This design comes from an exercise in tuning for small area on the open sky130 flow, not from production work.
At most, simulation tests tie the RTL to the original design; equivalence was not proved.
Power is estimated from default activity; no workload was simulated.

==> flow/design.v <==
module spi_slave_interface (
    input  logic        clk,
    input  logic        rst,
    input  logic        sclk,
    input  logic        cs_n,
    input  logic        mosi,
    output logic        miso,
    output logic        wr_en,
    output logic        rd_pending,
    output logic        addr_valid,    
    output logic [15:0] frame,
    input  logic [15:0] rd_data
);
    localparam logic [1:0] IDLE = 2'd0, SHIFT_IN = 2'd1, SHIFT_OUT = 2'd2;
    logic [1:0]  state;
    logic [5:0]  bit_count;
    logic [15:0] shift_reg;
    logic        rw;           
    logic [15:0] read_buffer;
    logic [1:0]  sclk_sync;
    wire sclk_rising  = (sclk_sync == 2'b01);
    wire sclk_falling = (sclk_sync == 2'b10);
    wire in_shift     = (state == SHIFT_IN);
    wire in_out       = (state == SHIFT_OUT);
    wire decode       = in_shift && bit_count[5];
    assign frame = shift_reg;
    assign addr_valid = in_shift && (bit_count == 6'd16);
    always_ff @(posedge clk or posedge rst) begin
        if (rst) begin
            sclk_sync     <= 2'b00;
            state         <= IDLE;
            bit_count     <= 6'd0;
            rw          <= 1'b0;
            wr_en         <= 1'b0;
            rd_pending    <= 1'b0;
            read_buffer   <= 16'd0;
            miso          <= 1'b0;
        end else begin
            sclk_sync <= {sclk_sync[0], sclk};
            case (state)
                IDLE:      if (!cs_n) state <= SHIFT_IN;
                SHIFT_IN:  if (bit_count[5]) state <= SHIFT_OUT;
                SHIFT_OUT: if (cs_n) state <= IDLE;
                default:   state <= IDLE;
            endcase
            if (cs_n || !in_shift)
                bit_count <= 6'd0;
            else if (sclk_rising)
                bit_count <= bit_count + 6'd1;
            if (cs_n)
                rw <= 1'b0;
            else if (addr_valid)
                rw <= shift_reg[15];
            wr_en      <= decode && !rw;
            rd_pending <= decode && rw;
            if (rd_pending)
                read_buffer <= rd_data;
            else if (in_out && sclk_falling)
                read_buffer <= {read_buffer[14:0], 1'b0};
            miso <= in_out && rw && read_buffer[15];
        end
    end
    always_ff @(posedge clk) begin
        if (!cs_n && in_shift && sclk_rising)
            shift_reg <= {shift_reg[14:0], mosi};
    end
endmodule
module parameter_register_file (
    input  logic        clk,
    input  logic        rst,
    input  logic        wr_en,
    input  logic        rd_pending,
    input  logic        addr_valid,
    input  logic [15:0] frame,
    output logic [15:0] rd_data,
    output logic [15:0] nthreshold,      
    output logic [15:0] nleak,           
    output logic [15:0] reset_potential,
    output logic [15:0] refractory_cycles,
    output logic [2:0][15:0] weight_sum
);
    logic [14:0] a;
    assign a = frame[14:0];
    logic       sel_par, sel_w;
    logic [1:0] sel_i, sel_j;        
    always_ff @(posedge clk)
        if (addr_valid) begin
            sel_par <= (a[14:2] == 13'd0);
            sel_w   <= (a[14:4] == 11'h100) && (a[3:0] < 4'd12);
            sel_i   <= (a[3:0] < 4'd3) ? 2'd0 : (a[3:0] < 4'd6) ? 2'd1 : (a[3:0] < 4'd9) ? 2'd2 : 2'd3;
            sel_j   <= (a[14:2] == 13'd0) ? a[1:0] :
                       (a[3:0] == 4'd0 || a[3:0] == 4'd3 || a[3:0] == 4'd6 || a[3:0] == 4'd9) ? 2'd0 :
                       (a[3:0] == 4'd1 || a[3:0] == 4'd4 || a[3:0] == 4'd7 || a[3:0] == 4'd10) ? 2'd1 : 2'd2;
        end
    wire [15:0] wr_data = frame[15:0];
    always_ff @(posedge clk or posedge rst) begin
        if (rst) begin
            nthreshold        <= 16'd1000 ^ 16'h7fff;
            nleak             <= ~16'd10;
            reset_potential   <= 16'd0;
            refractory_cycles <= 16'd10;
        end else if (wr_en && sel_par) begin
            case (sel_j)
                2'd0: nthreshold        <= wr_data ^ 16'h7fff;
                2'd1: nleak             <= ~wr_data;
                2'd2: reset_potential   <= wr_data;
                2'd3: refractory_cycles <= wr_data;
            endcase
        end
    end
    wire [15:0] wsum_sel = weight_sum[sel_j];
    logic [8:0][15:0] ring;
    logic [1:0] pi, pj;
    logic clearing, pending;
    logic acc_go, acc_on, negate;
    logic [15:0] hold;
    wire last   = (pi == 2'd2) && (pj == 2'd2);
    wire i3     = (sel_i == 2'd3);
    wire at_sel = (pi == sel_i) && (pj == sel_j);
    wire put    = pending && at_sel;
    wire upd    = wr_en && sel_w;
    wire acc_start = acc_go && !acc_on && last;
    wire acc_take  = acc_on && (pj == sel_j);
    wire [15:0] f_a = (upd || acc_start) ? wsum_sel : 16'd0;
    wire [15:0] f_b = upd ? wr_data : acc_take ? ring[0] : 16'd0;
    wire [15:0] f_c = acc_start ? 16'd0 : hold;
    wire [15:0] f   = f_a + f_b - f_c;
    always_ff @(posedge clk) begin
        for (int k = 0; k < 8; k++) ring[k] <= ring[k+1];
        ring[8] <= clearing ? 16'd0 : put ? hold : ring[0];
        if (upd && !i3)
            hold <= wr_data;
        else if (i3) begin
            if (acc_start || acc_take || negate)
                hold <= f;
        end else if (!pending && at_sel)
            hold <= ring[0];
    end
    always_ff @(posedge clk or posedge rst) begin
        if (rst) begin
            pi <= 2'd0;
            pj <= 2'd0;
            clearing <= 1'b1;
            pending <= 1'b0;
            acc_go <= 1'b0;
            acc_on <= 1'b0;
            negate <= 1'b0;
        end else begin
            if (pj == 2'd2) begin
                pj <= 2'd0;
                pi <= (pi == 2'd2) ? 2'd0 : pi + 2'd1;
                if (pi == 2'd2) clearing <= 1'b0;
            end else begin
                pj <= pj + 2'd1;
            end
            if (upd && !i3)
                pending <= 1'b1;
            else if (put)
                pending <= 1'b0;
            acc_go <= addr_valid || (acc_go && !acc_start);
            if (acc_start)
                acc_on <= 1'b1;
            else if (last)
                acc_on <= 1'b0;
            negate <= acc_take;
        end
    end
    always_ff @(posedge clk or posedge rst) begin
        if (rst)
            weight_sum <= '0;
        else if (upd)
            weight_sum[sel_j] <= f;
    end
    always_comb begin
        rd_data = 16'd0;
        if (sel_w)
            rd_data = hold;
        else if (sel_par)
            case (sel_j)
                2'd0: rd_data = nthreshold ^ 16'h7fff;
                2'd1: rd_data = ~nleak;
                2'd2: rd_data = reset_potential;
                2'd3: rd_data = refractory_cycles;
            endcase
    end
endmodule
module lif_neuron (
    input  logic        clk,
    input  logic        rst,
    input  logic [15:0] input_current,
    input  logic [15:0] nleak,         
    input  logic [15:0] nthreshold,    
    input  logic        tmin,          
    input  logic [15:0] reset_potential,
    input  logic [16:0] refractory_load,
    output logic        spike
);
    logic [15:0] p;
    logic [16:0] count;
    wire inr = |count;
    wire [15:0] s = p ^ input_current ^ nleak;
    wire [16:0] k = {(p & input_current) | (p & nleak) | (input_current & nleak), 1'b0};
    wire [16:0] se = {s[15], s};
    logic [17:0] c;
    logic [16:0] v;
    logic [17:0] g;
    wire [16:0] nt = {nthreshold[15], nthreshold[15] ^ 1'b1, nthreshold[14:0]};
    always_comb begin
        c[0] = 1'b1;
        g[0] = 1'b1;
        for (int b = 0; b < 17; b++) begin
            v[b] = se[b] ^ k[b] ^ c[b];
            c[b+1] = (se[b] & k[b]) | (se[b] & c[b]) | (k[b] & c[b]);
        end
        for (int b = 0; b < 17; b++) begin
            logic vb;
            vb = (b == 16) ? ~v[16] : v[b];
            g[b+1] = (vb & nt[b]) | (vb & g[b]) | (nt[b] & g[b]);
        end
    end
    wire under = v[16] & ~v[15];
    wire over  = ~v[16] & v[15];
    wire fire = g[17] | (under & tmin);
    wire [15:0] np = (under | over) ? {v[16], {15{~v[16]}}} : v[15:0];
    always_ff @(posedge clk or posedge rst) begin
        if (rst) begin
            p     <= 16'd0;
            count <= 17'd0;
            spike <= 1'b0;
        end else begin
            spike <= !inr && fire;
            if (!inr)
                p <= fire ? reset_potential : np;
            count <= ({17{!inr && fire}} & refractory_load) | (count - {16'd0, inr});
        end
    end
endmodule
module fully_connected_neural_network (
    input  logic        clk,
    input  logic        rst,
    input  logic [15:0] input_current,
    input  logic [15:0] nthreshold,
    input  logic [15:0] nleak,
    input  logic [15:0] reset_potential,
    input  logic [15:0] refractory_cycles,
    input  logic [2:0][15:0] weight_sum,
    output logic [2:0]  spikes_layer_2
);
    logic s1;
    logic [2:0] s2;
    wire [16:0] rload = {refractory_cycles == 16'd0, refractory_cycles};
    wire        tmin  = &nthreshold;     
    lif_neuron n1 (
        .clk(clk), .rst(rst), .input_current(input_current),
        .nthreshold(nthreshold), .tmin(tmin), .nleak(nleak), .reset_potential(reset_potential),
        .refractory_load(rload), .spike(s1)
    );
    genvar j;
    generate
        for (j = 0; j < 3; j++) begin : l2
            lif_neuron n2 (
                .clk(clk), .rst(rst), .input_current(weight_sum[j] & {16{s1}}),
                .nthreshold(nthreshold), .tmin(tmin), .nleak(nleak), .reset_potential(reset_potential),
                .refractory_load(rload), .spike(s2[j])
            );
        end
    endgenerate
    always_ff @(posedge clk or posedge rst)
        if (rst) spikes_layer_2 <= 3'b0;
        else     spikes_layer_2 <= s2;
endmodule
module top (
    input  logic clk,
    input  logic rst,
    input  logic sclk,
    input  logic cs_n,
    input  logic mosi,
    output logic miso,
    input  logic signed [15:0] input_current,
    output logic [2:0] spikes
);
    logic wr_en, rd_pending, addr_valid;
    logic [15:0] frame;
    logic [15:0] rd_data, nthreshold, nleak, reset_potential, refractory_cycles;
    logic [2:0][15:0] weight_sum;
    spi_slave_interface spi_inst (
        .clk(clk), .rst(rst), .sclk(sclk), .cs_n(cs_n), .mosi(mosi), .miso(miso),
        .wr_en(wr_en), .rd_pending(rd_pending), .addr_valid(addr_valid),
        .frame(frame), .rd_data(rd_data)
    );
    parameter_register_file reg_file (
        .clk(clk), .rst(rst), .wr_en(wr_en), .rd_pending(rd_pending),
        .addr_valid(addr_valid), .frame(frame), .rd_data(rd_data),
        .nthreshold(nthreshold), .nleak(nleak), .reset_potential(reset_potential),
        .refractory_cycles(refractory_cycles), .weight_sum(weight_sum)
    );
    fully_connected_neural_network nn_inst (
        .clk(clk), .rst(rst), .input_current(input_current), .nthreshold(nthreshold),
        .nleak(nleak), .reset_potential(reset_potential), .refractory_cycles(refractory_cycles),
        .weight_sum(weight_sum), .spikes_layer_2(spikes)
    );
endmodule
clock: 14.0 ns
lec_check: 0
cap_margin: 20
core_margin: 2
core_utilization: 65
cts_buf_list: sky130_fd_sc_hd__clkbuf_16
cts_cluster_diameter: 100
cts_cluster_size: 20
slew_margin: 20
standard.sh (not shown) runs the stock make flow with config.mk's settings and CLKGATE_MAP_FILE= SYNTH_SCRIPT=/design/flow/synth_recipe.tcl, a recipe that flattens the netlist after the stock synthesis.
==> flow/flow/run.sh <==
#!/bin/bash
# Own flow: the standard ORFS flow with three changes that only affect
# how the cells are chosen:
#  - synthesis maps the combinational logic with an area-oriented ABC script
#    (flow/abc_area.script in place of ORFS's abc_speed.script). Synthesis is
#    otherwise the standard one (synth_recipe.tcl: -nofsm -noshare, flattened,
#    renamed), so the registers, their names and cell types are unchanged;
#  - every input and output port still gets its own buffer, but a buf_1;
#  - clock tree: clkbuf_16 sink clusters of at most 20 flip-flops, without
#    dummy loads.
# Every step after synthesis is standard.sh's own.
set -euo pipefail
W=$(pwd)

# a copy of ORFS's scripts with the ABC script swapped
rm -rf "$W/scripts_area"
mkdir -p "$W/scripts_area"
cp -r "$FLOW_HOME/scripts/." "$W/scripts_area/"
cp "$W/flow/abc_area.script" "$W/scripts_area/abc_speed.script"

# synthesis (make reads SCRIPTS_DIR from the environment)
SCRIPTS_DIR="$W/scripts_area" bash "$W/standard.sh" synth > "$W/synth.log" 2>&1

# floorplan to final layout, the standard way, from that netlist
bash "$W/standard.sh" \
  "BUFFER_PORTS_ARGS=-buffer_cell sky130_fd_sc_hd__buf_1" \
  "CTS_ARGS=-sink_clustering_enable -repair_clock_nets -sink_clustering_size 20 -sink_clustering_max_diameter 100 -buf_list sky130_fd_sc_hd__clkbuf_16 -dont_use_dummy_load" \
  finish > "$W/layout.log" 2>&1

test -f "$W/out/final.def"
==> flow/flow/abc_area.script <==
&get -n
&st
&syn2
&dch -f
&nf -p -a -R 1000
&st
&syn2
&dch -f
&nf -p -a -R 1000
&st
&dch -f
&nf -p -a -R 1000
&put
topo
stime -c
The starting point went through all stages and came out clean.
Edit:
--- a/flow/design.v
+++ b/flow/design.v
@@ -11,42 +11,42 @@
     output logic [15:0] frame,
     input  logic [15:0] rd_data
 );
-    localparam logic [1:0] IDLE = 2'd0, SHIFT_IN = 2'd1, SHIFT_OUT = 2'd2;
-    logic [1:0]  state;
-    logic [5:0]  bit_count;
+    localparam logic [5:0] SHIFT_OUT = 6'd33, IDLE = 6'd34;
+    logic [5:0]  state;
     logic [15:0] shift_reg;
     logic        rw;           
     logic [15:0] read_buffer;
+    logic        rb_loaded;    
     logic [1:0]  sclk_sync;
     wire sclk_rising  = (sclk_sync == 2'b01);
     wire sclk_falling = (sclk_sync == 2'b10);
-    wire in_shift     = (state == SHIFT_IN);
-    wire in_out       = (state == SHIFT_OUT);
-    wire decode       = in_shift && bit_count[5];
+    wire decode       = state[5] && (state[1:0] == 2'd0);
+    wire in_shift     = !state[5] || decode;
+    wire in_out       = state[5] && state[0];
     assign frame = shift_reg;
-    assign addr_valid = in_shift && (bit_count == 6'd16);
+    assign addr_valid = (state == 6'd16);
     always_ff @(posedge clk or posedge rst) begin
         if (rst) begin
-            sclk_sync     <= 2'b00;
-            state         <= IDLE;
-            bit_count     <= 6'd0;
-            rw          <= 1'b0;
-            wr_en         <= 1'b0;
-            rd_pending    <= 1'b0;
-            read_buffer   <= 16'd0;
-            miso          <= 1'b0;
+            sclk_sync  <= 2'b00;
+            state      <= IDLE;
+            rw         <= 1'b0;
+            wr_en      <= 1'b0;
+            rd_pending <= 1'b0;
+            rb_loaded  <= 1'b0;
+            miso       <= 1'b0;
         end else begin
             sclk_sync <= {sclk_sync[0], sclk};
-            case (state)
-                IDLE:      if (!cs_n) state <= SHIFT_IN;
-                SHIFT_IN:  if (bit_count[5]) state <= SHIFT_OUT;
-                SHIFT_OUT: if (cs_n) state <= IDLE;
-                default:   state <= IDLE;
-            endcase
-            if (cs_n || !in_shift)
-                bit_count <= 6'd0;
+            if (state[5]) begin
+                if (decode)
+                    state <= SHIFT_OUT;
+                else if (cs_n)
+                    state <= IDLE;
+                else if (state[1])
+                    state <= 6'd0;
+            end else if (cs_n)
+                state <= 6'd0;
             else if (sclk_rising)
-                bit_count <= bit_count + 6'd1;
+                state <= state + 6'd1;
             if (cs_n)
                 rw <= 1'b0;
             else if (addr_valid)
@@ -54,13 +54,17 @@
             wr_en      <= decode && !rw;
             rd_pending <= decode && rw;
             if (rd_pending)
-                read_buffer <= rd_data;
-            else if (in_out && sclk_falling)
-                read_buffer <= {read_buffer[14:0], 1'b0};
-            miso <= in_out && rw && read_buffer[15];
+                rb_loaded <= 1'b1;
+            miso <= in_out && rw && rb_loaded && read_buffer[15];
         end
     end
     always_ff @(posedge clk) begin
+        if (rd_pending)
+            read_buffer <= rd_data;
+        else if (in_out && sclk_falling)
+            read_buffer <= {read_buffer[14:0], 1'b0};
+    end
+    always_ff @(posedge clk) begin
         if (!cs_n && in_shift && sclk_rising)
             shift_reg <= {shift_reg[14:0], mosi};
     end
The new run ran to the end with no violations.
Synthesized cell count goes down slightly.
Global-route usage stays flat.
Cell area hardly moves.
Die area stays flat.
Clock-buffer cell count stays the same.
Via count hardly moves.
Register-to-register slack loses 0.28 ns.
Clock power stays flat.
First-iteration DRC count goes up by roughly a tenth.
The RTL of the first run of this note was laid out without a check of its function.

==> separate check: timing with driven ports <==
The results above use ideal ports. As a check the final layouts listed here were re-extracted and re-timed, cells and wires unchanged.
Step 1 assumes that a clkbuf_16 drives the clock port and a buf_2 every other input.
Step 2 moves the port delays by t, midway between the first and last clock arrival at a register: inputs arrive t later, outputs are due t later. That takes back most of the time a late clock gives input paths.
a / b / c = ideal ports / drivers / drivers and shift; a / b = the first two.
run | shift t [ns] | setup slack, ns | worst setup path at the end
the first run | 0.603 | 2.664 / 2.693 / 2.090 | input to register
the second run | 0.615 | 2.328 / 2.354 / 1.739 | input to register
After both steps every run listed still meets setup and hold. The setup slack of the second run, which loses most, moves by +0.026 ns with the drivers and by -0.589 ns with both steps.
